From an optimization exercise on the open Yosys and OpenROAD flow, aimed at small area, a short achievable clock period and few clock cycles per item; shortcuts taken in it are not production practice.
The clock port is modelled as an ideal driver; clocking choices that lean on that would not hold on a real chip.

## before
==> flow/design.v <==
module jpc_idecode(
    input  wire        clk,
    input  wire        rst,
    input  wire [31:0] instr_I,
    input  wire        instr_valid_I,
    input  wire        decode_ready_I,
    output wire        instr_ready_O,
    output wire [6:0]  opcode_O,
    output wire [2:0]  funct3_O,
    output wire [4:0]  rd_O,
    output wire [31:0] imm32_O,
    output wire [4:0]  rs1_O,
    output wire [4:0]  rs2_O,
    output wire [6:0]  funct7_O,
    output wire        ecall_O,
    output wire        ebreak_O,
    output wire        fence_O,
    output wire        fence_i_O,
    output wire        error_O,
    output reg         decode_valid_O
);
    assign instr_ready_O = decode_ready_I;
    always @(posedge clk or posedge rst) begin
        if (rst)
            decode_valid_O <= 1'b0;
        else
            decode_valid_O <= instr_valid_I & decode_ready_I;
    end
    wire [31:0] i  = instr_I;
    wire [6:0]  op = i[6:0];
    wire        s  = i[31];
    wire op_opimm = (op == 7'b0010011);
    wire op_load  = (op == 7'b0000011);
    wire op_jalr  = (op == 7'b1100111);
    wire op_store = (op == 7'b0100011);
    wire op_br    = (op == 7'b1100011);
    wire op_jal   = (op == 7'b1101111);
    wire op_lui   = (op == 7'b0110111);
    wire op_auipc = (op == 7'b0010111);
    wire op_op    = (op == 7'b0110011);
    wire op_sys   = (op == 7'b1110011);
    wire op_fence = (op == 7'b0001111);
    wire fmt_i = op_opimm | op_load | op_jalr;
    wire fmt_u = op_lui | op_auipc;
    wire upper_zero = (i[31:21] == 11'd0);
    wire d_imm0  = (fmt_i & i[20]) | (op_store & i[7]) | (fmt_u & i[12]);
    wire d_imm11 = ((fmt_i | op_store) & s) | (op_br & i[7]) | (op_jal & i[20]) | (fmt_u & i[23]);
    wire d_mid   = (fmt_i | op_store | op_br) & s;
    wire d_ij    = fmt_i | op_jal;
    wire d_sb    = op_store | op_br;
    wire d_sysz  = op_sys & upper_zero;
    wire d_fen   = op_fence & (i[14:13] == 2'b00);
    wire d_err   = ~(fmt_i | op_store | op_br | op_jal | fmt_u | op_op | op_sys | op_fence)
                 | (op_jalr & (i[14:12] != 3'b000))
                 | (op_sys & ~upper_zero)
                 | (op_fence & (i[14:13] != 2'b00));
    reg [31:0] ir;
    reg        imm0_r, imm11_r, mid_r, ij_r, sb_r, j_r, u_r;
    reg        sysz_r, fen_r, err_r;
    always @(posedge clk) begin
        ir      <= instr_I;
        imm0_r  <= d_imm0;
        imm11_r <= d_imm11;
        mid_r   <= d_mid;
        ij_r    <= d_ij;
        sb_r    <= d_sb;
        j_r     <= op_jal;
        u_r     <= fmt_u;
        sysz_r  <= d_sysz;
        fen_r   <= d_fen;
        err_r   <= d_err;
    end
    assign opcode_O = ir[6:0];
    assign rd_O     = ir[11:7];
    assign funct3_O = ir[14:12];
    assign rs1_O    = ir[19:15];
    assign rs2_O    = ir[24:20];
    assign funct7_O = ir[31:25];
    wire   isbj = ij_r | sb_r;
    assign imm32_O[0]     = imm0_r;
    assign imm32_O[4:1]   = ({4{ij_r}} & ir[24:21]) | ({4{sb_r}} & ir[11:8]) | ({4{u_r}} & ir[16:13]);
    assign imm32_O[10:5]  = ({6{isbj}} & ir[30:25]) | ({6{u_r}} & ir[22:17]);
    assign imm32_O[11]    = imm11_r;
    assign imm32_O[19:12] = {8{mid_r}} | ({8{j_r}} & ir[19:12]) | ({8{u_r}} & ir[31:24]);
    assign imm32_O[31:20] = {12{isbj & ir[31]}};
    assign ecall_O   = sysz_r & ~ir[20];
    assign ebreak_O  = sysz_r &  ir[20];
    assign fence_O   = fen_r  & ~ir[12];
    assign fence_i_O = fen_r  &  ir[12];
    assign error_O   = err_r;
endmodule
==> flow/config.mk <==
export PLATFORM = sky130hd
export DESIGN_NAME = jpc_idecode
export DESIGN_NICKNAME = jpc_idecode
export VERILOG_FILES = /design/flow/design.v
export SDC_FILE = /design/flow/constraint.sdc
export NUM_CORES = 4
export LEC_CHECK = 0
export CAP_MARGIN = 20
export CORE_MARGIN = 2
export CORE_UTILIZATION = 40
export SETUP_SLACK_MARGIN = 2.65
export SLEW_MARGIN = 20
==> flow/constraint.sdc <==
create_clock -name core_clock -period 5.0 [get_ports {clk}]
set_input_delay 1.0000 -clock core_clock [delete_from_list [all_inputs] [get_ports {clk}]]
set_output_delay 1.0000 -clock core_clock [all_outputs]
set_load 0.01 [all_outputs]
standard.sh (not shown) runs the stock make flow with config.mk's settings and CLKGATE_MAP_FILE= SYNTH_SCRIPT=/design/flow/synth_recipe.tcl, a recipe that flattens the netlist after the stock synthesis.
==> flow/flow/run.sh <==
#!/bin/bash
# The standard layout with three changes:
#  - synthesis maps the logic with an area-oriented ABC script (flow/synth.tcl is the standard flow's
#    standard synthesis script with only ABC's script replaced by flow/abc_area.script);
#  - the port buffers are the platform's smallest plain buffer (buf_1) instead of the
#    default pick, a delay cell;
#  - clock tree synthesis is replaced by flow/clock.tcl: a few clock buffers, each at the
#    centre of a group of nearby flip-flops, driven directly by the clock port.
# Each tool's full output goes to a log of its own in this folder.
set -euo pipefail
HERE=$(pwd)
export MY_ABC_SCRIPT=$HERE/flow/abc_area.script
SYN="SYNTH_SCRIPT=$HERE/flow/synth.tcl"
PORTS="BUFFER_PORTS_ARGS=-buffer_cell sky130_fd_sc_hd__buf_1"
bash standard.sh "$SYN" "$PORTS" place > flow_place.log 2>&1
MARGIN=$(sed -n "s/^export SETUP_SLACK_MARGIN *= *//p" config.mk)
SETUP_SLACK_MARGIN=${MARGIN:-0} RES_DIR=orfs/results/$FLOW_PLATFORM/jpc_idecode/base \
  CLOCK_GROUPS=3 CLOCK_BUF=sky130_fd_sc_hd__clkbuf_8 \
  openroad -no_init -exit flow/clock.tcl > flow_clock.log 2>&1
bash standard.sh "$SYN" "$PORTS" finish > flow_finish.log 2>&1
Other scripts of this flow, unchanged in this note and not shown: flow/flow/abc_area.script, flow/flow/clock.tcl, flow/flow/synth.tcl
Edits applied to the flow inputs when going from before to after:
--- a/flow/design.v
+++ b/flow/design.v
@@ -45,7 +45,6 @@
     wire upper_zero = (i[31:21] == 11'd0);
     wire d_imm0  = (fmt_i & i[20]) | (op_store & i[7]) | (fmt_u & i[12]);
     wire d_imm11 = ((fmt_i | op_store) & s) | (op_br & i[7]) | (op_jal & i[20]) | (fmt_u & i[23]);
-    wire d_mid   = (fmt_i | op_store | op_br) & s;
     wire d_ij    = fmt_i | op_jal;
     wire d_sb    = op_store | op_br;
     wire d_sysz  = op_sys & upper_zero;
@@ -55,13 +54,12 @@
                  | (op_sys & ~upper_zero)
                  | (op_fence & (i[14:13] != 2'b00));
     reg [31:0] ir;
-    reg        imm0_r, imm11_r, mid_r, ij_r, sb_r, j_r, u_r;
+    reg        imm0_r, imm11_r, ij_r, sb_r, j_r, u_r;
     reg        sysz_r, fen_r, err_r;
     always @(posedge clk) begin
         ir      <= instr_I;
         imm0_r  <= d_imm0;
         imm11_r <= d_imm11;
-        mid_r   <= d_mid;
         ij_r    <= d_ij;
         sb_r    <= d_sb;
         j_r     <= op_jal;
@@ -76,13 +74,13 @@
     assign rs1_O    = ir[19:15];
     assign rs2_O    = ir[24:20];
     assign funct7_O = ir[31:25];
-    wire   isbj = ij_r | sb_r;
+    wire   isbj_r = ij_r | sb_r;
     assign imm32_O[0]     = imm0_r;
     assign imm32_O[4:1]   = ({4{ij_r}} & ir[24:21]) | ({4{sb_r}} & ir[11:8]) | ({4{u_r}} & ir[16:13]);
-    assign imm32_O[10:5]  = ({6{isbj}} & ir[30:25]) | ({6{u_r}} & ir[22:17]);
+    assign imm32_O[10:5]  = ({6{isbj_r}} & ir[30:25]) | ({6{u_r}} & ir[22:17]);
     assign imm32_O[11]    = imm11_r;
-    assign imm32_O[19:12] = {8{mid_r}} | ({8{j_r}} & ir[19:12]) | ({8{u_r}} & ir[31:24]);
-    assign imm32_O[31:20] = {12{isbj & ir[31]}};
+    assign imm32_O[19:12] = {8{isbj_r & ~j_r & ir[31]}} | ({8{j_r}} & ir[19:12]) | ({8{u_r}} & ir[31:24]);
+    assign imm32_O[31:20] = {12{isbj_r & ir[31]}};
     assign ecall_O   = sysz_r & ~ir[20];
     assign ebreak_O  = sysz_r &  ir[20];
     assign fence_O   = fen_r  & ~ir[12];
--- outcome ---
- Core footprint delta (after − before): favourable
- Compared to before, after has minimum period implied by the final worst setup slack 0.016 ns lower.
- Flip-flop and latch count after synthesis (after over before): decrease, 1
- Fraction of standard cell area that is sequential sits lower in after than in before.
- after -> before: total routed wirelength flat
- Summary of after over before: relative area of non-clock buffer cells in the final design up 1.7 points, synthesized cell count up 6, global-route usage flat.
- Compared to before, after was floorplanned on a smaller die.
- after ends up with a via total after detailed routing that is 0.51% lower than in before.
Function was not checked in any run of this note: the RTL went through the layout flow alone.

-- afterwards: timing with drivers on the ports --
The results above use ideal ports. As a check the final layouts listed here were re-extracted and re-timed, cells and wires unchanged.
Step 1 sets driving cells, clkbuf_16 on the clock port and buf_2 on the other inputs (assumed; they add their load-dependent delay and slew).
Step 2 also shifts input and output timing later by t, the mid clock arrival at the registers, as if the neighbouring blocks saw the same clock.
Three values: ideal, step 1, step 2; two values: the first two.
run	shift t [ns]	setup WS [ns]	hold slack, ns	latest minus earliest clock arrival (ns)	worst slew at a driven data input, ns
before	0.188	2.747 / 2.705 / 2.672	0.643 / 0.621 / 0.809	0.006 / 0.006	0.05
after	0.189	2.763 / 2.719 / 2.594	0.646 / 0.620 / 0.809	0.007 / 0.006	0.04
After both steps every run listed still meets setup and hold. The setup slack of after, which loses most, moves by -0.044 ns with the drivers and by -0.169 ns with both steps.
